Source: an optimization exercise on an open RTL-to-GDS flow (aim: small area, a short achievable clock period and few clock cycles). Production flows keep margins and buffers that such runs may drop.
No functional check of the RTL was part of any run shown here.
Power is estimated from default activity; no workload was simulated.

### flow/constraint.sdc
create_clock -name core_clock -period 12.0 [get_ports {clk}]
set_input_delay 2.4000 -clock core_clock [delete_from_list [all_inputs] [get_ports {clk}]]
set_output_delay 2.4000 -clock core_clock [all_outputs]
set_load 0.01 [all_outputs]
### flow/flow/run.sh
#!/bin/bash
# Standard ORFS layout, with the timing repair steps aiming for 8 ns of
# setup slack at the design's 12 ns clock (the design's constraints are
# unchanged; only how hard the repair works).
set -euo pipefail
bash standard.sh SETUP_SLACK_MARGIN=8 finish > standard_finish.log 2>&1
### flow/standard.sh
#!/bin/bash
# synth_recipe.tcl (not shown) runs the flow's synth.tcl, then flattens the netlist and writes it again
# the make line also repeats each setting of config.mk as NAME=value (left out here)
make -C /OpenROAD-flow-scripts/flow DESIGN_CONFIG=/design/flow/config.mk WORK_HOME=/design/flow/orfs CLKGATE_MAP_FILE= SYNTH_SCRIPT=/design/flow/synth_recipe.tcl "${@:-finish}"
### flow/config.mk
export PLATFORM = sky130hd
export DESIGN_NAME = CPU
export DESIGN_NICKNAME = CPU
export VERILOG_FILES = /design/flow/design.v
export SDC_FILE = /design/flow/constraint.sdc
export NUM_CORES = 8
export LEC_CHECK = 0
export CAP_MARGIN = 20
export CORE_MARGIN = 2
export CORE_UTILIZATION = 50
export CTS_BUF_LIST = sky130_fd_sc_hd__clkbuf_8
export CTS_CLUSTER_DIAMETER = 60
export CTS_CLUSTER_SIZE = 16
export SLEW_MARGIN = 20
### flow/design.v
module ALU(
    input [31:0] a,
    input [31:0] b,
    input sub,
    input selL,
    input f_and,
    input f_or,
    input f_xor,
    input f_nor,
    input f_pb,
    input f_slt,
    output [31:0] y
);
    wire [31:0] bx = b ^ {32{sub}};
    wire [31:0] sum = a + bx + {31'd0, sub};
    wire lt = (a[31] ^ b[31]) ? a[31] : sum[31];
    wire [31:0] lg = ({32{f_and}} & (a & b)) |
                     ({32{f_or}}  & (a | b)) |
                     ({32{f_xor}} & (a ^ b)) |
                     ({32{f_nor}} & ~(a | b)) |
                     ({32{f_pb}}  & b);
    assign y[31:1] = selL ? lg[31:1] : sum[31:1];
    assign y[0] = f_slt ? lt : (selL ? lg[0] : sum[0]);
endmodule
module Registers(
    input clk,
    input rst,
    input [4:0] ra1,
    input [4:0] ra2,
    input en1,
    input en2,
    input [4:0] wa,
    input [31:0] wd,
    input we,
    output reg [31:0] rd1,
    output reg [31:0] rd2
);
    reg [31:0] regs [0:31];
    reg [31:0] valid;
    integer k;
    genvar i;
    generate
        for (i = 0; i < 32; i = i + 1) begin : row
            always @(posedge clk)
                if (we && wa == i)
                    regs[i] <= wd;
        end
    endgenerate
    always @(posedge clk, posedge rst)
        if (rst)
            valid <= 32'd0;
        else if (we)
            valid[wa] <= 1'b1;
    wire [3:0] h1 = 4'd1 << ra1[4:3];
    wire [7:0] l1 = 8'd1 << ra1[2:0];
    wire [3:0] h2 = 4'd1 << ra2[4:3];
    wire [7:0] l2 = 8'd1 << ra2[2:0];
    reg [31:0] g1 [0:3];
    reg [31:0] g2 [0:3];
    integer j;
    always @(*) begin
        for (j = 0; j < 4; j = j + 1) begin
            g1[j] = 32'd0; g2[j] = 32'd0;
            for (k = 0; k < 8; k = k + 1) begin
                g1[j] = g1[j] | ({32{l1[k] & valid[8*j+k]}} & regs[8*j+k]);
                g2[j] = g2[j] | ({32{l2[k] & valid[8*j+k]}} & regs[8*j+k]);
            end
        end
        rd1 = 32'd0; rd2 = 32'd0;
        for (j = 0; j < 4; j = j + 1) begin
            rd1 = rd1 | ({32{h1[j] & en1}} & g1[j]);
            rd2 = rd2 | ({32{h2[j] & en2}} & g2[j]);
        end
    end
endmodule
module CPU(
    input clk,
    input rst,
    output [7:0] mem_addr,
    output [31:0] mem_wdata,
    output mem_we,
    input [31:0] mem_rdata
);
    reg  [7:0] addr_q;    
    reg        data_q;    
    reg        dload_q;   
    reg  [4:0] lrd_d_q;   
    reg        lwb_q;     
    reg  [4:0] lrd_w_q;   
    reg        we_q;
    reg  [5:0] nf_q;      
    reg        rv_q;      
    reg  [5:0] rpc_q;     
    reg        rpred_q;   
    reg        btb_v;
    reg  [5:0] btb_pc, btb_tgt;
    reg        e_v;
    reg        e_wr;      
    reg        e_lw, e_sw, e_br, e_bne;
    reg  [4:0] e_rd, e_rs, e_rt;
    reg        e_urs, e_urt;
    reg        e_sub, e_selL, e_and, e_or, e_xor, e_nor, e_slt, e_pb;
    reg        e_fa, e_fb;    
    reg  [5:0] e_tgt;     
    reg        e_mis;     
    reg        e_ceq;     
    reg  [9:0] e_imm;     
    reg [31:0] e_a, e_b;
    reg        w_v;
    reg  [4:0] w_rd;
    reg [31:0] r_q;
    wire [31:0] ins = mem_rdata;
    wire [5:0] op = ins[31:26];
    wire [5:0] fn = ins[5:0];
    wire [4:0] rs = ins[25:21];
    wire [4:0] rt = ins[20:16];
    wire d_r   = op == 6'b000000;
    wire d_i   = ~op[5] & op[3];
    wire d_lw  = op == 6'b100011;
    wire d_sw  = op == 6'b101011;
    wire d_beq = op == 6'b000100;
    wire d_bne = op == 6'b000101;
    wire d_j   = op == 6'b000010;
    wire d_br  = d_beq | d_bne;
    wire d_wr  = d_r | d_i;
    wire d_urs = d_r | d_i | d_lw | d_sw | d_br;
    wire d_urt = d_r | d_sw | d_br;
    wire [4:0] d_rd = d_r ? ins[15:11] : rt;
    wire d_sub = d_r & (fn == 6'b100010 || fn == 6'b101010) | (op == 6'b001010);
    wire d_and = d_r & (fn == 6'b100100) | (op == 6'b001100);
    wire d_or  = d_r & (fn == 6'b100101) | (op == 6'b001101);
    wire d_xor = d_r & (fn == 6'b100110) | (op == 6'b001110);
    wire d_nor = d_r & (fn == 6'b100111);
    wire d_slt = d_r & (fn == 6'b101010) | (op == 6'b001010);
    wire d_selL = d_and | d_or | d_xor | d_nor | d_slt | d_sw;
    wire [5:0] d_pc1 = rpc_q + 6'd1;
    wire [5:0] d_btgt = d_j ? ins[5:0] : d_pc1 + ins[5:0];
    wire d_back = d_br & ins[15] & ~rpred_q;
    wire d_pred = rpred_q | d_back;
    wire [5:0] d_tgt = d_pred ? d_pc1 : d_btgt;
    wire d_mis = d_br ? 1'b0 : (d_j ? ~d_pred : d_pred);
    wire d_ceq = d_bne ? d_pred : ~d_pred;
    wire [31:0] a = e_fa ? r_q : e_a;
    wire [31:0] b = e_fb ? r_q : e_b;
    wire [31:0] res;
    ALU alu (.a(a), .b(b), .sub(e_sub), .selL(e_selL), .f_and(e_and), .f_or(e_or),
             .f_xor(e_xor), .f_nor(e_nor), .f_pb(e_pb), .f_slt(e_slt), .y(res));
    wire eq = a == b;
    wire [9:0] daddr = a[9:0] + e_imm;
    wire lhaz = dload_q & ((e_urs & (e_rs == lrd_d_q)) |
                           (e_urt & (e_rt == lrd_d_q)) |
                           (e_wr  & (e_rd == lrd_d_q)));
    wire hold = lwb_q | (e_v & lhaz);
    wire ex = e_v & ~hold;
    wire redirect = ex & (e_mis | (e_br & (eq == e_ceq)));
    wire [5:0] fa = addr_q[5:0];
    wire near = ~data_q & (e_tgt == fa);
    wire refetch = redirect & ~near;
    wire memop = ex & (e_lw | e_sw);
    wire hit = btb_v & ~data_q & (fa == btb_pc);
    wire [5:0] seq = data_q ? nf_q : (hit ? btb_tgt : fa + 6'd1);
    wire d_redir = rv_q & d_back & ~hold & ~redirect;
    wire [5:0] resume = refetch ? e_tgt :
                        (rv_q & hold) ? rpc_q :
                        d_redir ? d_btgt : seq;
    assign mem_addr  = addr_q;
    assign mem_we    = we_q;
    assign mem_wdata = r_q;
    wire [31:0] rfa, rfb;
    wire byp_a = w_v & (w_rd == rs);
    wire byp_b = w_v & (w_rd == rt);
    wire en_a = ~hold & ~byp_a;
    wire en_b = ~hold & ~byp_b & ~d_i;
    wire fix_a = lwb_q & e_urs & (e_rs == lrd_w_q);
    wire fix_b = lwb_q & e_urt & (e_rt == lrd_w_q);
    wire [31:0] se = {{16{ins[15]}}, ins[15:0]};
    wire [31:0] oth_a = hold ? (fix_a ? mem_rdata : a) : r_q;
    wire [31:0] oth_b = hold ? (fix_b ? mem_rdata : b) : (d_i ? se : r_q);
    Registers rf (.clk(clk), .rst(rst), .ra1(rs), .ra2(rt), .en1(en_a), .en2(en_b),
                  .wa(w_rd), .wd(r_q), .we(w_v), .rd1(rfa), .rd2(rfb));
    wire [31:0] a_next = rfa | (oth_a & {32{~en_a}});
    wire [31:0] b_next = rfb | (oth_b & {32{~en_b}});
    always @(posedge clk, posedge rst) begin
        if (rst) begin
            addr_q  <= 8'd0;
            data_q  <= 1'b0;
            dload_q <= 1'b0;
            lwb_q   <= 1'b0;
            we_q    <= 1'b0;
            rv_q    <= 1'b0;
            e_v     <= 1'b0;
            w_v     <= 1'b0;
            btb_v   <= 1'b0;
        end else begin
            addr_q  <= memop ? daddr[9:2] : {2'b00, resume};
            data_q  <= memop;
            dload_q <= ex & e_lw;
            we_q    <= ex & e_sw;
            lwb_q   <= dload_q;
            rv_q    <= ~data_q & ~refetch & ~d_redir;
            w_v     <= lwb_q | (ex & e_wr);
            if (!hold)
                e_v <= rv_q & ~redirect;
            if (d_redir)
                btb_v <= 1'b1;
        end
    end
    always @(posedge clk) begin
        nf_q    <= resume;
        rpc_q   <= fa;
        rpred_q <= hit;
        lrd_d_q <= e_rd;
        lrd_w_q <= lrd_d_q;
        r_q     <= lwb_q ? mem_rdata : res;
        w_rd    <= lwb_q ? lrd_w_q : e_rd;
        e_a     <= a_next;
        e_b     <= b_next;
        if (d_redir) begin
            btb_pc  <= rpc_q;
            btb_tgt <= d_btgt;
        end
        if (hold) begin
            e_fa <= 1'b0;
            e_fb <= 1'b0;
        end else begin
            e_fa   <= e_v & e_wr & (e_rd == rs);
            e_fb   <= e_v & e_wr & (e_rd == rt) & ~d_i;
            e_imm  <= ins[9:0];
            e_rs   <= rs;
            e_rt   <= rt;
            e_rd   <= d_rd;
            e_urs  <= d_urs;
            e_urt  <= d_urt;
            e_wr   <= d_wr;
            e_lw   <= d_lw;
            e_sw   <= d_sw;
            e_br   <= d_br;
            e_bne  <= d_bne;
            e_sub  <= d_sub;
            e_selL <= d_selL;
            e_and  <= d_and;
            e_or   <= d_or;
            e_xor  <= d_xor;
            e_nor  <= d_nor;
            e_slt  <= d_slt;
            e_pb   <= d_sw;
            e_tgt  <= d_tgt;
            e_mis  <= d_mis;
            e_ceq  <= d_ceq;
        end
    end
endmodule
==> reports/metrics.yaml, run 1 <==
hp-class: "reg -> reg"
antenna_found_initial: 45
setup.worst_path.class: "in -> reg"
dp_hpwl_mm: 147
end_kind: "flip-flop"
crit_family: "compound AO/OA/AOI/OAI gates"
maxCapViolations: 0
top_layer_used: "met5"
synth_xor_area_share_pct: 2.02
finalSetupViolations: 0
fmax_mhz: 239
layout.nets: 4908
grt_use_total_pct: 43.7
stdcell_area_um2: 70900
cts_buffer_depth: 3
clkLatencyLatePin_ns: 0.89
ir_drop_uv: 161
synth_top_family_by_area: "compound AO/OA/AOI/OAI gates"
fin_crit_ns: 4.18
gp_congestion: 1.05
slowest_stage: "o211ai_1"
synth_compound_gate_area_share_pct: 20.2
cts.sinks: 1256
drc: 0
rsz0062_at_grt: "true"
cp-endpoint: "e_b[14]"
cts_tree: "done"
syn2layout_area_growth_pct: 20.3
ys_top_cells_by_area: "edfxtp_1 (55%), a22oi_1 (8.9%), dfxtp_1 (4.3%)"
synth_top_area_share_pct: 55.2
dr.first_iter.drc_count: 9421
cts_buffers: 114
cpPeakStageDelay_ns: 0.67
tns_ns: 0
vias: 49000
cp_cell_sequence: "buf_6 -> buf_12 -> buf_12 -> nor2_4 -> and3_4 -> buf_12 -> a22o_1 -> a221oi_4 -> nand3_2 -> o211ai_1 -> o21ai_1 -> mux2_4"
power_density_nw_per_um2: 202
met2_length_mm: 111
ios: 75
drtPass1Iterations: 10
power.total_mw: 14.3
syn_area_per_cell_um2: 12.9
synth-seq-cells: 1256
cts-root-buf: "clkbuf_8"
synthArstFlopShare_pct: 3.82
synthDistinctLibCells: 81
wl_per_cell_um: 43.4
synth_ff_type: "edfxtp_1"
seq_area_frac_synth_pct: 61.5
cp_max_fo: 8
worst_slew_pin_slew_ns: 1.12
period_share_pct: 34.8
port_buffers: 74
relSlewSlack_pct: 24.5
ant_nets: 0
r2r_start: "r_q[2]"
finalWirelength_mm: 277
dpl.cell_count: 5929
startpoint_type: "input port"
synth-simple-area-share_pct: 7.15
p_leak_nw: 25.1
grt.overflow.total: 0
post_drt_via_cell_ratio: 7.66
grt_pass1_wl_mm: 364
skew_ns: 0.0548
crit_buf_inv: 4
wl_met3_mm: 44.7
r2r_slack_ns: 7.96
cp_num_cells: 12
clkSlewWorstSetupHoldPaths_ns: 0.09
h-tree-depth: 3
synth_common_cells: "edfxtp_1 (1082), a22oi_1 (695), clkbuf_1 (321)"
status: "finished clean"
final_cells: 6392
arrival_ns: 4.97
cp.required_ns: 12.79
grt_pass1_vias: 43400
syn_area_um2: 58900
placed_area_um2: 62300
core_area_um2: 117000
synthCells: 4558
crit_top_cell: "buf_12"
grt_max_degree: 65
die_w_um: 347
drt-met1-wl_mm: 95.4
r2r-end: "addr_q[4]"
hold_violations: 0
reg2reg_depth: 15
synth_edf_count: 1082
yosysMostFrequentCell: "edfxtp_1"
synth_top_cell_by_area: "edfxtp_1"
drv_slew: 0
drive_above_1_share_pct: 24.4
ys_warn_count: 5
start_util_pct: 50.5
die-area_um2: 121000
synthMuxAreaShare_pct: 3.28
placementRows: 125
synth-adder-area-share_pct: 2.51
syn_nets: 4709
cp-startpoint: "mem_rdata[16]"
die_h_um: 347
[registers in the layout, indices dropped and copies added (netlist names), 5 cells and up]
| register | cells |
|---|---|
| rf.valid | 32 |
| addr_q | 8 |
| e_b | 32 |
| e_rt | 5 |
| btb_tgt | 6 |
| e_rd | 5 |
| e_a | 32 |
| btb_pc | 6 |
| lrd_w_q | 5 |
| rpc_q | 6 |
| nf_q | 6 |
| e_imm | 10 |
| e_tgt | 6 |
| lrd_d_q | 5 |
| e_rs | 5 |
| rf.regs | 1024 |
| w_rd | 5 |
| r_q | 32 |
[report_power, final]
group	total, mW	switching, mW	internal, mW
registers	5.92	0.310	5.61
logic	5.67	3.74	1.93
clock network	2.75	1.66	1.09
[cells in the final DEF (no fill, tap or decap), types with 47 or more instances in the layout]
cell	n
buf_4	210
edfxtp_1	1082
xor2_1	88
ha_1	114
a21o_1	63
a22o_1	176
inv_1	118
nand3_2	52
clkbuf_8	122
a22oi_2	67
xnor2_1	47
nor2_1	78
mux2i_1	51
buf_12	81
dfxtp_1	93
o21ai_0	101
nand4_1	136
o211ai_1	50
nand2_1	151
a221oi_2	105
a22oi_1	629
nand3_1	120
a21oi_1	103
a221oi_1	69
a211oi_1	48
[what timing repair did]
| item | in CTS | in global routing |
|---|---|---|
| buffers inserted | 138 | 32 |
| gates cloned | 40 | 26 |
| setup endpoints to repair | 154 | 89 |
| pin swaps | 80 | 99 |
| gates resized for setup | 604 | 227 |
| hold buffers | 0 | 0 |
[cell type report]
class	count	area, µm²
Sequential cell	1256	36300
Multi-Input combinational cell	2799	23500
Inverter	112	425
Fill cell	8911	45700
Tap cell	1524	1910
Clock buffer	122	1680
Timing Repair Buffer	474	6230
Clock inverter	79	717
Antenna cell	26	65.1
[cell families after synthesis]
group / after synthesis
AOI/OAI and AO/OA: 1595
xor gates and xnor gates: 136
adders and majority gates: 117
buffers and inverters: 503
DFF: 1256
muxes: 149
and+or+nand+nor: 802
[worst min-delay path by stage]
stage | startpoint | end | slack, ns | cells past startpoint
2_1_floorplan | lrd_d_q[0] | lrd_w_q[0] | 0.40 | 0
3_3_place_gp | lrd_d_q[3] | lrd_w_q[3] | 0.41 | 0
3_5_place_dp | lrd_d_q[4] | lrd_w_q[4] | 0.42 | 0
4_1_cts | lrd_d_q[1] | lrd_w_q[1] | 0.42 | 0
5_1_grt | lrd_d_q[3] | lrd_w_q[3] | 0.45 | 0
6_report | lrd_d_q[4] | lrd_w_q[4] | 0.44 | 0
[through the flow]
stage	util (%)	setup slack [ns]	hold slack (ns)
after global routing	60.8	7.86	0.447
after detailed placement	53.5	5.92	0.419
after floorplan	-	7.58	0.395
after global placement	53.5	5.89	0.415
final	60.8	7.82	0.438
after CTS	59.2	7.83	0.423
[per-layer routing]
metal	vias to the layer above	global-route usage [%]
met2	4585	60.0
met3	1084	18.0
met4	30	30.8
li1	19000	-
met5	-	1.08
met1	24300	55.8
==> run 2: changes to the inputs <==
--- a/flow/design.v
+++ b/flow/design.v
@@ -7,7 +7,6 @@
     input f_or,
     input f_xor,
     input f_nor,
-    input f_pb,
     input f_slt,
     output [31:0] y
 );
@@ -17,8 +16,7 @@
     wire [31:0] lg = ({32{f_and}} & (a & b)) |
                      ({32{f_or}}  & (a | b)) |
                      ({32{f_xor}} & (a ^ b)) |
-                     ({32{f_nor}} & ~(a | b)) |
-                     ({32{f_pb}}  & b);
+                     ({32{f_nor}} & ~(a | b));
     assign y[31:1] = selL ? lg[31:1] : sum[31:1];
     assign y[0] = f_slt ? lt : (selL ? lg[0] : sum[0]);
 endmodule
@@ -51,26 +49,23 @@
             valid <= 32'd0;
         else if (we)
             valid[wa] <= 1'b1;
-    wire [3:0] h1 = 4'd1 << ra1[4:3];
-    wire [7:0] l1 = 8'd1 << ra1[2:0];
-    wire [3:0] h2 = 4'd1 << ra2[4:3];
-    wire [7:0] l2 = 8'd1 << ra2[2:0];
-    reg [31:0] g1 [0:3];
-    reg [31:0] g2 [0:3];
+    wire [1:0] h1 = 2'd1 << ra1[4];
+    wire [15:0] l1 = 16'd1 << ra1[3:0];
+    wire [1:0] h2 = 2'd1 << ra2[4];
+    wire [15:0] l2 = 16'd1 << ra2[3:0];
+    reg [31:0] g1 [0:1];
+    reg [31:0] g2 [0:1];
     integer j;
     always @(*) begin
-        for (j = 0; j < 4; j = j + 1) begin
+        for (j = 0; j < 2; j = j + 1) begin
             g1[j] = 32'd0; g2[j] = 32'd0;
-            for (k = 0; k < 8; k = k + 1) begin
-                g1[j] = g1[j] | ({32{l1[k] & valid[8*j+k]}} & regs[8*j+k]);
-                g2[j] = g2[j] | ({32{l2[k] & valid[8*j+k]}} & regs[8*j+k]);
+            for (k = 0; k < 16; k = k + 1) begin
+                g1[j] = g1[j] | ({32{l1[k] & valid[16*j+k]}} & regs[16*j+k]);
+                g2[j] = g2[j] | ({32{l2[k] & valid[16*j+k]}} & regs[16*j+k]);
             end
         end
-        rd1 = 32'd0; rd2 = 32'd0;
-        for (j = 0; j < 4; j = j + 1) begin
-            rd1 = rd1 | ({32{h1[j] & en1}} & g1[j]);
-            rd2 = rd2 | ({32{h2[j] & en2}} & g2[j]);
-        end
+        rd1 = ({32{h1[0] & en1}} & g1[0]) | ({32{h1[1] & en1}} & g1[1]);
+        rd2 = ({32{h2[0] & en2}} & g2[0]) | ({32{h2[1] & en2}} & g2[1]);
     end
 endmodule
 module CPU(
@@ -88,6 +83,7 @@
     reg        lwb_q;     
     reg  [4:0] lrd_w_q;   
     reg        we_q;
+    reg [31:0] wdata_q;
     reg  [5:0] nf_q;      
     reg        rv_q;      
     reg  [5:0] rpc_q;     
@@ -99,7 +95,7 @@
     reg        e_lw, e_sw, e_br, e_bne;
     reg  [4:0] e_rd, e_rs, e_rt;
     reg        e_urs, e_urt;
-    reg        e_sub, e_selL, e_and, e_or, e_xor, e_nor, e_slt, e_pb;
+    reg        e_sub, e_selL, e_and, e_or, e_xor, e_nor, e_slt;
     reg        e_fa, e_fb;    
     reg  [5:0] e_tgt;     
     reg        e_mis;     
@@ -132,7 +128,7 @@
     wire d_xor = d_r & (fn == 6'b100110) | (op == 6'b001110);
     wire d_nor = d_r & (fn == 6'b100111);
     wire d_slt = d_r & (fn == 6'b101010) | (op == 6'b001010);
-    wire d_selL = d_and | d_or | d_xor | d_nor | d_slt | d_sw;
+    wire d_selL = d_and | d_or | d_xor | d_nor | d_slt;
     wire [5:0] d_pc1 = rpc_q + 6'd1;
     wire [5:0] d_btgt = d_j ? ins[5:0] : d_pc1 + ins[5:0];
     wire d_back = d_br & ins[15] & ~rpred_q;
@@ -144,7 +140,7 @@
     wire [31:0] b = e_fb ? r_q : e_b;
     wire [31:0] res;
     ALU alu (.a(a), .b(b), .sub(e_sub), .selL(e_selL), .f_and(e_and), .f_or(e_or),
-             .f_xor(e_xor), .f_nor(e_nor), .f_pb(e_pb), .f_slt(e_slt), .y(res));
+             .f_xor(e_xor), .f_nor(e_nor), .f_slt(e_slt), .y(res));
     wire eq = a == b;
     wire [9:0] daddr = a[9:0] + e_imm;
     wire lhaz = dload_q & ((e_urs & (e_rs == lrd_d_q)) |
@@ -165,7 +161,7 @@
                         d_redir ? d_btgt : seq;
     assign mem_addr  = addr_q;
     assign mem_we    = we_q;
-    assign mem_wdata = r_q;
+    assign mem_wdata = wdata_q;
     wire [31:0] rfa, rfb;
     wire byp_a = w_v & (w_rd == rs);
     wire byp_b = w_v & (w_rd == rt);
@@ -211,6 +207,7 @@
         rpred_q <= hit;
         lrd_d_q <= e_rd;
         lrd_w_q <= lrd_d_q;
+        wdata_q <= b;
         r_q     <= lwb_q ? mem_rdata : res;
         w_rd    <= lwb_q ? lrd_w_q : e_rd;
         e_a     <= a_next;
@@ -243,7 +240,6 @@
             e_xor  <= d_xor;
             e_nor  <= d_nor;
             e_slt  <= d_slt;
-            e_pb   <= d_sw;
             e_tgt  <= d_tgt;
             e_mis  <= d_mis;
             e_ceq  <= d_ceq;
--- a/flow/config.mk
+++ b/flow/config.mk
@@ -9,6 +9,4 @@
 export CORE_MARGIN = 2
 export CORE_UTILIZATION = 50
 export CTS_BUF_LIST = sky130_fd_sc_hd__clkbuf_8
-export CTS_CLUSTER_DIAMETER = 60
-export CTS_CLUSTER_SIZE = 16
 export SLEW_MARGIN = 20
==> run 2 against run 1 <==
Register-to-register slack worse by 0.08 ns. Cell count down 1.7%. Critical path depth down 7. Maximum frequency down 2.9%. Setup slack worse by 0.12 ns. Sequential power up 3%. Critical endpoint is now e_b[13]. Core utilization down 1.9 points. Clock-buffer cell count up 107. Hold slack worse by 0.023 ns. Non-clock buffer count down 160. Synthesized area down 0.96%. First-iteration DRC count down 3.2%.
==> reports/metrics.yaml, run 2 <==
cts.sinks: 1288
finalSetupViolations: 0
synthDistinctLibCells: 69
synth_xor_area_share_pct: 2.15
cts-root-buf: "clkbuf_8"
start_util_pct: 50.3
fin_crit_ns: 4.30
setup.worst_path.class: "in -> reg"
syn2layout_area_growth_pct: 17.1
power_density_nw_per_um2: 205
slowest_stage: "buf_4"
r2r-end: "addr_q[2]"
arrival_ns: 5.11
postLayoutCoreUtil_pct: 59.0
regMostFlops: "rf.regs"
skew_ns: 0.0492
drv_slew: 0
r2r_start: "e_fb"
clkLatencyLatePin_ns: 0.98
syn_area_um2: 58300
mostFrequentLayoutCell: "edfxtp_1"
finalWirelength_mm: 245
min_path_cells: 0
period_share_pct: 35.9
drive_above_1_share_pct: 20.1
fmax_mhz: 232
min_to: "lrd_w_q[4]"
final_cells: 6283
synthArstFlopShare_pct: 3.73
final_cell_mix: "edfxtp_1 (1082), a22o_1 (352), a22oi_1 (344)"
grt_pass1_vias: 44300
grt_max_degree: 75
r2r_slack_ns: 7.88
gp_congestion: 0.942
synthMuxAreaShare_pct: 2.38
grt_pass1_wl_mm: 337
hp-class: "reg -> reg"
synth-simple-area-share_pct: 6.26
drc: 0
port_buffers: 74
syn_nets: 4570
setup_ws_ns: 7.70
ir_drop_uv: 135
p_leak_nw: 24.0
relSlewSlack_pct: 23.7
largest_register_ffs: 1024
die-area_um2: 119000
tns_ns: 0
fill_cells: 9015
synth_top_family_by_area: "compound AO/OA/AOI/OAI gates"
end_kind: "flip-flop"
die_h_um: 346
yosysMostFrequentCell: "edfxtp_1"
grt.overflow.total: 0
dp_hpwl_mm: 131
startpoint_type: "input port"
synth_edf_count: 1082
status: "finished clean"
cts_buffers: 208
grt_use_total_pct: 39.9
clkSlewWorstSetupHoldPaths_ns: 0.06
cts_tree: "done"
cts_buffer_depth: 3
dr.first_iter.drc_count: 9117
cp_max_fo: 44
synth-adder-area-share_pct: 2.54
drtPass1Iterations: 9
preCtsSetupSlack_ns: 6.09
die_w_um: 346
synth_top_cell_by_area: "edfxtp_1"
synth_compound_gate_area_share_pct: 20.4
rsz0062_at_grt: "true"
worstHoldStart: "lrd_d_q[4]"
cpPeakStageDelay_ns: 0.88
wl_per_cell_um: 39.0
ys_top_cells_by_area: "edfxtp_1 (56%), dfxtp_1 (5.4%), a221oi_1 (5.4%)"
vias: 47200
synth_ff_type: "edfxtp_1"
core_area_um2: 116000
power.total_mw: 14.0
synth-seq-cells: 1288
ys_warn_count: 5
seq_area_frac_synth_pct: 63.2
crit_top_cell: "buf_4"
reg2reg_depth: 14
maxCapViolations: 0
synth_common_cells: "edfxtp_1 (1082), a221oi_1 (358), a22o_1 (352)"
ant_nets: 0
syn_area_per_cell_um2: 13.2
h-tree-depth: 4
hold_violations: 0
cp_cell_sequence: "buf_4 -> buf_4 -> nand4_1 -> o211ai_1 -> o21ai_1"
cp.required_ns: 12.80
synthCells: 4419
dpl.cell_count: 5807
post_drt_via_cell_ratio: 7.52
synth_top_area_share_pct: 55.7
antenna_found_initial: 13
layout.nets: 4722
placementRows: 125
hold_buffers: 0
ios: 75
worst_slew_pin_slew_ns: 1.14
## run 2: cell count changes in the layout (fill, tap and decap cells not counted), sizes merged, moves of 34 or more
cell and delta:
a211oi -45, a22o +173, a22oi -352, clkinv +46, and3 +74, mux2i +41
a221oi +172, clkbuf +81, nand4 -62, xnor2 +34, o21ai +60, buf -125
## run 2: layout make-up
cell class | instances | area, µm² | area share (%)
Inverter | 103 | 394 | 0.577
Multi-Input combinational cell | 2656 | 21700 | 31.8
Antenna cell | 5 | 12.5 | 0.0183
Sequential cell | 1288 | 36900 | 54.0
Clock inverter | 164 | 1210 | 1.77
Tap cell | 1524 | 1910 | 2.79
Timing Repair Buffer | 314 | 3070 | 4.49
Clock buffer | 229 | 3150 | 4.61
## run 2: per-layer routing
layer | wire length, µm | GRT usage (%) | up-vias | part of all wire (%)
met5 | 218 | 0.880 | - | 0.089
met4 | 18000 | 24.9 | 18 | 7.3
met3 | 39700 | 15.4 | 1069 | 16
met2 | 101000 | 56.1 | 4763 | 41
met1 | 86500 | 51.8 | 23000 | 35
li1 | - | - | 18400 | -
## run 2: stage by stage
step	hold WS [ns]	cell area [µm²]
finish	0.415	68300
global route	0.431	68300
CTS	0.416	67600
detailed placement	0.408	61700
global placement	0.410	61700
floorplan	0.395	59800
## run 2: cells by family (layout without fill, tap and decap cells)
| kind of cell | Yosys count | after routing |
|---|---|---|
| AO/OA/AOI/OAI | 1549 | 1549 |
| XOR/XNOR | 143 | 143 |
| adder cells (fa/ha/maj) | 117 | 117 |
| buffers and inverters | 475 | 810 |
| flip-flops | 1288 | 1288 |
| multiplexers | 135 | 135 |
| other | 0 | 5 |
| AND/OR/NAND/NOR | 712 | 712 |
## run 2: how the worst max path moves through the flow
| stage | to | slack (ns) | from |
|---|---|---|---|
| 3_5_place_dp | e_b[14] | 6.09 | mem_rdata[19] |
| 4_1_cts | r_q[31] | 7.96 | e_fb |
| 3_3_place_gp | e_b[14] | 6.10 | mem_rdata[19] |
| 2_1_floorplan | addr_q[4] | 7.34 | mem_rdata[0] |
| 6_report | e_b[13] | 7.70 | mem_rdata[20] |
| 5_1_grt | addr_q[2] | 7.84 | e_fb |
## run 2: what timing repair did
item / CTS / global route
buffers inserted: 49 / 22
gates resized for setup: 338 / 119
gates cloned: 6 / 1
setup endpoints to repair: 157 / 88
pin swaps: 14 / 37
## run 2: where the power goes
part | switching [mW] | internal [mW]
clock network | 1.87 | 2.12
logic | 2.62 | 1.32
registers | 0.317 | 5.78
total | 4.80 | 9.21
## run 2: critical path, delay by kind of cell
kind | cells | cell delay, ns
buffers and inverters | 2 | 1.37
AO/OA/AOI/OAI | 2 | 0.40
AND/OR/NAND/NOR | 1 | 0.87
==> run 3: changes to the inputs <==
--- a/flow/config.mk
+++ b/flow/config.mk
@@ -9,4 +9,6 @@
 export CORE_MARGIN = 2
 export CORE_UTILIZATION = 50
 export CTS_BUF_LIST = sky130_fd_sc_hd__clkbuf_8
+export CTS_CLUSTER_DIAMETER = 60
+export CTS_CLUSTER_SIZE = 16
 export SLEW_MARGIN = 20
==> run 3 against run 2 <==
Clock-buffer cell count down 117. Sequential power about the same. Still clean on timing, DRC and antenna. Die area stayed put. Synthesized area unchanged. Hold slack improved by 0.0044 ns.
==> reports/metrics.yaml, run 3 <==
die-area_um2: 119000
hp-class: "reg -> reg"
hold_violations: 0
placementRows: 125
power_frac_comb_pct: 31.4
core_area_um2: 116000
grt_pass1_wl_mm: 335
h-tree-depth: 3
arrival_ns: 5.00
cts_tree: "done"
post_drt_via_cell_ratio: 7.62
cp.required_ns: 12.74
synth_common_cells: "edfxtp_1 (1082), a221oi_1 (358), a22o_1 (352)"
grt_max_degree: 75
largest_register_ffs: 1024
dr.first_iter.drc_count: 8888
port_buffers: 74
antenna_found_initial: 12
ys_warn_count: 5
finalWirelength_mm: 244
ir_drop_uv: 96.8
preCtsSetupSlack_ns: 6.09
gp_congestion: 0.942
synth_ff_type: "edfxtp_1"
clkSlewWorstSetupHoldPaths_ns: 0.11
fmax_mhz: 235
worst_slew_pin_slew_ns: 1.16
skew_ns: 0.0736
cts-root-buf: "clkbuf_8"
layout.nets: 4632
clkLatencyLatePin_ns: 0.88
start_util_pct: 50.3
drtPass1Iterations: 9
finalSetupViolations: 0
hold_slack_ns: 0.420
regMostFlops: "rf.regs"
period_share_pct: 35.4
die_w_um: 346
grt_use_total_pct: 39.6
startpoint_type: "input port"
maxCapViolations: 0
seq_area_frac_synth_pct: 63.2
clock_power_share_pct: 21.2
syn_area_um2: 58300
synth_top_cell_by_area: "edfxtp_1"
ys_top_cells_by_area: "edfxtp_1 (56%), dfxtp_1 (5.4%), a221oi_1 (5.4%)"
syn2layout_area_growth_pct: 14.1
die_h_um: 346
power_density_nw_per_um2: 193
wl_per_cell_um: 40.0
dp_hpwl_mm: 131
ios: 75
rsz0062_at_grt: "true"
p_leak_nw: 23.0
synth_edf_count: 1082
power.internal_mw: 8.25
final_cell_mix: "edfxtp_1 (1082), a22o_1 (352), a22oi_1 (344)"
setup.worst_path.class: "in -> reg"
cts_buffers: 109
fin_crit_ns: 4.25
synthDistinctLibCells: 69
synthCells: 4419
drc: 0
mostFrequentLayoutCell: "edfxtp_1"
cts_buffer_depth: 3
end_kind: "flip-flop"
syn_nets: 4570
status: "finished clean"
grt_pass1_vias: 43600
drive_above_1_share_pct: 18.1
relSlewSlack_pct: 22.1
synth-seq-cells: 1288
grt.overflow.total: 0
yosysMostFrequentCell: "edfxtp_1"
synthArstFlopShare_pct: 3.73
cts.sinks: 1288
power.total_mw: 12.8
vias: 46500
drv_slew: 0
syn_area_per_cell_um2: 13.2
power_frac_seq_pct: 47.4
swShare_pct: 35.8
tns_ns: 0
synth_top_area_share_pct: 55.7
ant_nets: 0
p_sw_mw: 4.59
setup_ws_ns: 7.75
cp_max_fo: 44
[run 3: layout make-up]
type	instances	area, µm²
Sequential cell	1288	36900
Antenna cell	6	15.0
Fill cell	9150	49300
Inverter	103	392
Clock inverter	89	764
Multi-Input combinational cell	2656	21900
Tap cell	1524	1910
Clock buffer	112	1540
Timing Repair Buffer	323	3180
[run 3: kinds of logic (layout without fill, tap and decap cells)]
| group | Yosys count | count (layout) | synth area share [%] |
|---|---|---|---|
| and+or+nand+nor | 712 | 712 | 6.26 |
| other | 0 | 6 | 0 |
| adders and majority gates | 117 | 117 | 2.54 |
| AOI/OAI and AO/OA | 1549 | 1549 | 20.4 |
| buffers and inverters | 475 | 627 | 3.06 |
| muxes | 135 | 135 | 2.38 |
| DFF | 1288 | 1288 | 63.2 |
| xor gates and xnor gates | 143 | 143 | 2.15 |
[run 3: per-stage QoR]
step                      instances  instance area [µm²]  util, %
after floorplan                4419                59800        -
after global placement         5807                61700     53.2
after detailed placement       5807                61700     53.2
after CTS                      6076                66000     56.9
after global routing           6097                66500     57.4
final                          6101                66600     57.4
[run 3: path summary, 6_finish.rpt]
kind	cells past startpoint	start	endpoint	slack [ns]
min in group asynchronous	3	rst	dload_q	2.08
max	5	mem_rdata[20]	e_b[13]	7.75
min	0	lrd_d_q[4]	lrd_w_q[4]	0.42
max reg2reg	14	e_fa	addr_q[2]	7.93
min reg2reg	0	lrd_d_q[4]	lrd_w_q[4]	0.42
max in group asynchronous	3	rst	addr_q[5]	9.35
[run 3: power groups by stage]
| stage | Combinational, mW | Clock [mW] | Sequential [mW] |
|---|---|---|---|
| finish | 4.04 | 2.72 | 6.09 |
| global route | 4.21 | 2.89 | 6.11 |
| CTS | 3.78 | 2.72 | 6.06 |
| detailed placement | 3.39 | 0 | 6.14 |
| global placement | 3.35 | 0 | 6.14 |
| floorplan | 1.76 | 0 | 6.31 |
[run 3: repair_timing]
item	CTS	global route
gates cloned	6	2
buffers inserted	62	17
resized for setup	398	114
setup endpoints to repair	159	87
pin swaps	25	25
hold buffers	0	0
[run 3: worst max-delay path, cell delays in order]
cell and delay, ns:
buf_4 0.49, buf_4 0.83, nand4_1 0.82, o211ai_1 0.30, o21ai_1 0.10
[run 3: per-layer routing]
metal	up-vias	track usage, %	share of wire (%)
met5	-	0.520	0.093
met4	20	23.0	7.1
met3	1040	14.5	16
met2	4663	56.3	41
met1	22700	52.2	36
li1	18100	-	-
==> run 4: changes to the inputs <==
--- a/flow/config.mk
+++ b/flow/config.mk
@@ -7,7 +7,7 @@
 export LEC_CHECK = 0
 export CAP_MARGIN = 20
 export CORE_MARGIN = 2
-export CORE_UTILIZATION = 50
+export CORE_UTILIZATION = 60
 export CTS_BUF_LIST = sky130_fd_sc_hd__clkbuf_8
 export CTS_CLUSTER_DIAMETER = 60
 export CTS_CLUSTER_SIZE = 16
==> run 4 against run 3 <==
First-iteration DRC count up 9.1%. Via count is 0.91% higher. Synthesized cell count did not move. Routed wire length down 2.0%. Cell count down 4.0%. Sequential power shrank 0.7%. Synthesized area stayed put. Combinational power fell by 5%. Setup slack worse by 0.052 ns. Sequential share of layout area increased by 0.34 points. Critical endpoint is now addr_q[2]. Largest cell class unchanged. Largest power group unchanged. Highest routed layer unchanged.
==> reports/metrics.yaml, run 4 <==
synth-seq-cells: 1288
grt_use_total_pct: 46.9
fill_cells: 6749
ios: 75
startpoint_type: "flip-flop"
cts_buffer_depth: 3
cp_cell_sequence: "buf_12 -> buf_16 -> buf_12 -> mux2i_4 -> ha_4 -> nor4_4 -> nand4_1 -> buf_6 -> or3_4 -> a31oi_4 -> o2111ai_4 -> mux2_4 -> mux2_4 -> mux2_4 -> mux2_2"
synth_top_cell_by_area: "edfxtp_1"
fin_crit_ns: 4.31
finalWirelength_mm: 239
grt_max_degree: 75
crit_top_cell: "mux2_4"
hp-class: "reg -> reg"
syn2layout_area_growth_pct: 13.4
antenna_found_initial: 13
core_area_um2: 96600
port_buffers: 74
dp_hpwl_mm: 126
syn_area_um2: 58300
setup_ws_ns: 7.69
cts_buffers: 109
maxCapViolations: 0
grt.overflow.total: 0
stdcell_area_um2: 66100
setup.worst_path.class: "reg -> reg"
post_drt_via_cell_ratio: 8.02
cts.sinks: 1288
drtPass1Iterations: 11
preCtsSetupSlack_ns: 6.01
power_density_nw_per_um2: 192
ir_drop_uv: 134
ant_nets: 0
fmax_mhz: 232
tns_ns: 0
worst_slew_pin_slew_ns: 1.16
gp_congestion: 0.948
end_kind: "flip-flop"
status: "finished clean"
dr.first_iter.drc_count: 9700
rsz0062_at_grt: "true"
regMostFlops: "rf.regs"
mostFrequentLayoutCell: "edfxtp_1"
drv_slew: 0
layout.nets: 4625
relSlewSlack_pct: 21.7
period_share_pct: 35.9
placementRows: 114
hold_buffers: 0
synthArstFlopShare_pct: 3.73
skew_ns: 0.0550
drc: 0
hold_violations: 0
cp_max_fo: 5
slowest_stage: "dfxtp_4"
synth_top_area_share_pct: 55.7
syn_nets: 4570
clkLatencyLatePin_ns: 0.87
yosysMostFrequentCell: "edfxtp_1"
synth_edf_count: 1082
arrival_ns: 5.02
h-tree-depth: 3
ys_top_cells_by_area: "edfxtp_1 (56%), dfxtp_1 (5.4%), a221oi_1 (5.4%)"
vias: 46900
final_cell_mix: "edfxtp_1 (1082), a22o_1 (352), a22oi_1 (343)"
cts-root-buf: "clkbuf_8"
clkSlewWorstSetupHoldPaths_ns: 0.11
placed_area_um2: 61400
seq_area_frac_synth_pct: 63.2
synthCells: 4419
synthDistinctLibCells: 69
drive_above_1_share_pct: 17.5
die_h_um: 316
cts_tree: "done"
grt_pass1_vias: 43700
syn_area_per_cell_um2: 13.2
grt_pass1_wl_mm: 326
start_util_pct: 60.4
largest_register_ffs: 1024
cp.required_ns: 12.71
cpPeakStageDelay_ns: 0.42
ys_warn_count: 5
die_w_um: 316
synth_common_cells: "edfxtp_1 (1082), a221oi_1 (358), a22o_1 (352)"
die-area_um2: 99700
power.total_mw: 12.7
p_leak_nw: 23.0
finalSetupViolations: 0
synth_ff_type: "edfxtp_1"
wl_per_cell_um: 40.8
## run 4: cell counts after synthesis
No cell type changed its count.
## run 4: worst paths after layout
path | from | to | slack, ns | depth (start not counted)
worst max-delay path | e_fa | addr_q[2] | 7.69 | 15
worst min-delay path | lrd_d_q[2] | lrd_w_q[2] | 0.43 | 0
worst max register to register | e_fa | addr_q[2] | 7.69 | 15
worst min register to register | lrd_d_q[2] | lrd_w_q[2] | 0.43 | 0
max in group asynchronous | rst | addr_q[3] | 9.34 | 3
min in group asynchronous | rst | w_v | 2.08 | 3
## run 4: cell type report
class	count	area (µm²)	area share [%]
flip-flops and latches	1288	36900	55.7
well taps	1276	1600	2.41
diodes	9	22.5	0.0340
inverters	103	399	0.603
repair buffers	315	3290	4.98
multi-input cells	2657	21500	32.5
clock buffers	119	1640	2.48
clock inverters	87	811	1.23
## run 4: stage by stage
step / instances / utilization (%) / hold WS [ns]
floorplan: 4419 / - / 0.395
global placement: 5563 / 63.6 / 0.421
detailed placement: 5563 / 63.6 / 0.415
CTS: 5826 / 68.0 / 0.430
global route: 5846 / 68.5 / 0.439
finish: 5854 / 68.5 / 0.434
## run 4: kinds of logic after synthesis
group                      after synthesis  share of synthesized area, %
AOI/OAI and AO/OA                     1549                          20.4
DFF                                   1288                          63.2
and+or+nand+nor                        712                          6.26
buffers and inverters                  475                          3.06
xor gates and xnor gates               143                          2.15
muxes                                  135                          2.38
adders and majority gates              117                          2.54
## run 4: what timing repair did
| action | CTS | global route |
|---|---|---|
| setup buffers | 49 | 17 |
| gates cloned | 8 | 2 |
| endpoints found under the setup margin | 167 | 87 |
| gates resized for setup | 364 | 68 |
| endpoints found under the hold margin | 0 | 0 |
| pin swaps | 29 | 19 |
## run 4: worst max-delay path, delay by kind of cell, from the launching register on
family | cells | cell delay (ns)
multiplexers | 5 | 1.52
AND/OR/NAND/NOR | 3 | 0.89
flip-flops | 1 | 0.42
adder cells (fa/ha/maj) | 1 | 0.27
buffers and inverters | 4 | 0.64
AO/OA/AOI/OAI | 2 | 0.42
## run 4: per-layer routing
layer	GRT usage (%)	share of wire [%]
met1	61.5	34
met2	63.8	40
met3	20.7	18
met4	28.9	7.9
met5	1.66	0.18
## run 4: report_power, final
group	total (mW)	switching [mW]	leakage, nW	internal (mW)
combinational	3.85	2.58	9.89	1.26
sequential	6.05	0.289	11.8	5.76
clock	2.80	1.62	1.36	1.18

static timing again, ports no longer ideal:
The flow's constraints put no driver on any port. The routed layouts listed below were extracted and timed again, unchanged, in two steps. Step 1 assumes that a clkbuf_16 drives the clock port and a buf_2 every other input. Step 2, shift: input delay + t, output delay - t, t = (earliest + latest rising clock arrival at the registers) / 2. This alone moves slack from input paths to output paths. a / b / c = no drivers / after step 1 / after step 2; a / b = the first two.
run | shift t [ns] | slack for setup (ns) | hold slack, ns | worst register clock-pin slew, ns | pins driven straight from the clock port
run 1 | 0.949 | 7.822 / 7.848 / 6.899 | 0.438 / 0.438 / 0.438 | 0.11 / 0.11 | 1
run 2 | 1.020 | 7.698 / 7.740 / 6.719 | 0.415 / 0.415 / 0.415 | 0.07 / 0.07 | 1
run 3 | 0.918 | 7.747 / 7.791 / 6.873 | 0.420 / 0.420 / 0.420 | 0.11 / 0.11 | 1
run 4 | 0.909 | 7.695 / 7.695 / 6.958 | 0.434 / 0.434 / 0.434 | 0.11 / 0.11 | 1
After both steps setup and hold are still met in every run listed. For run 2, which loses most, drivers alone change the setup slack by +0.042 ns; drivers and shift together by -0.979 ns.
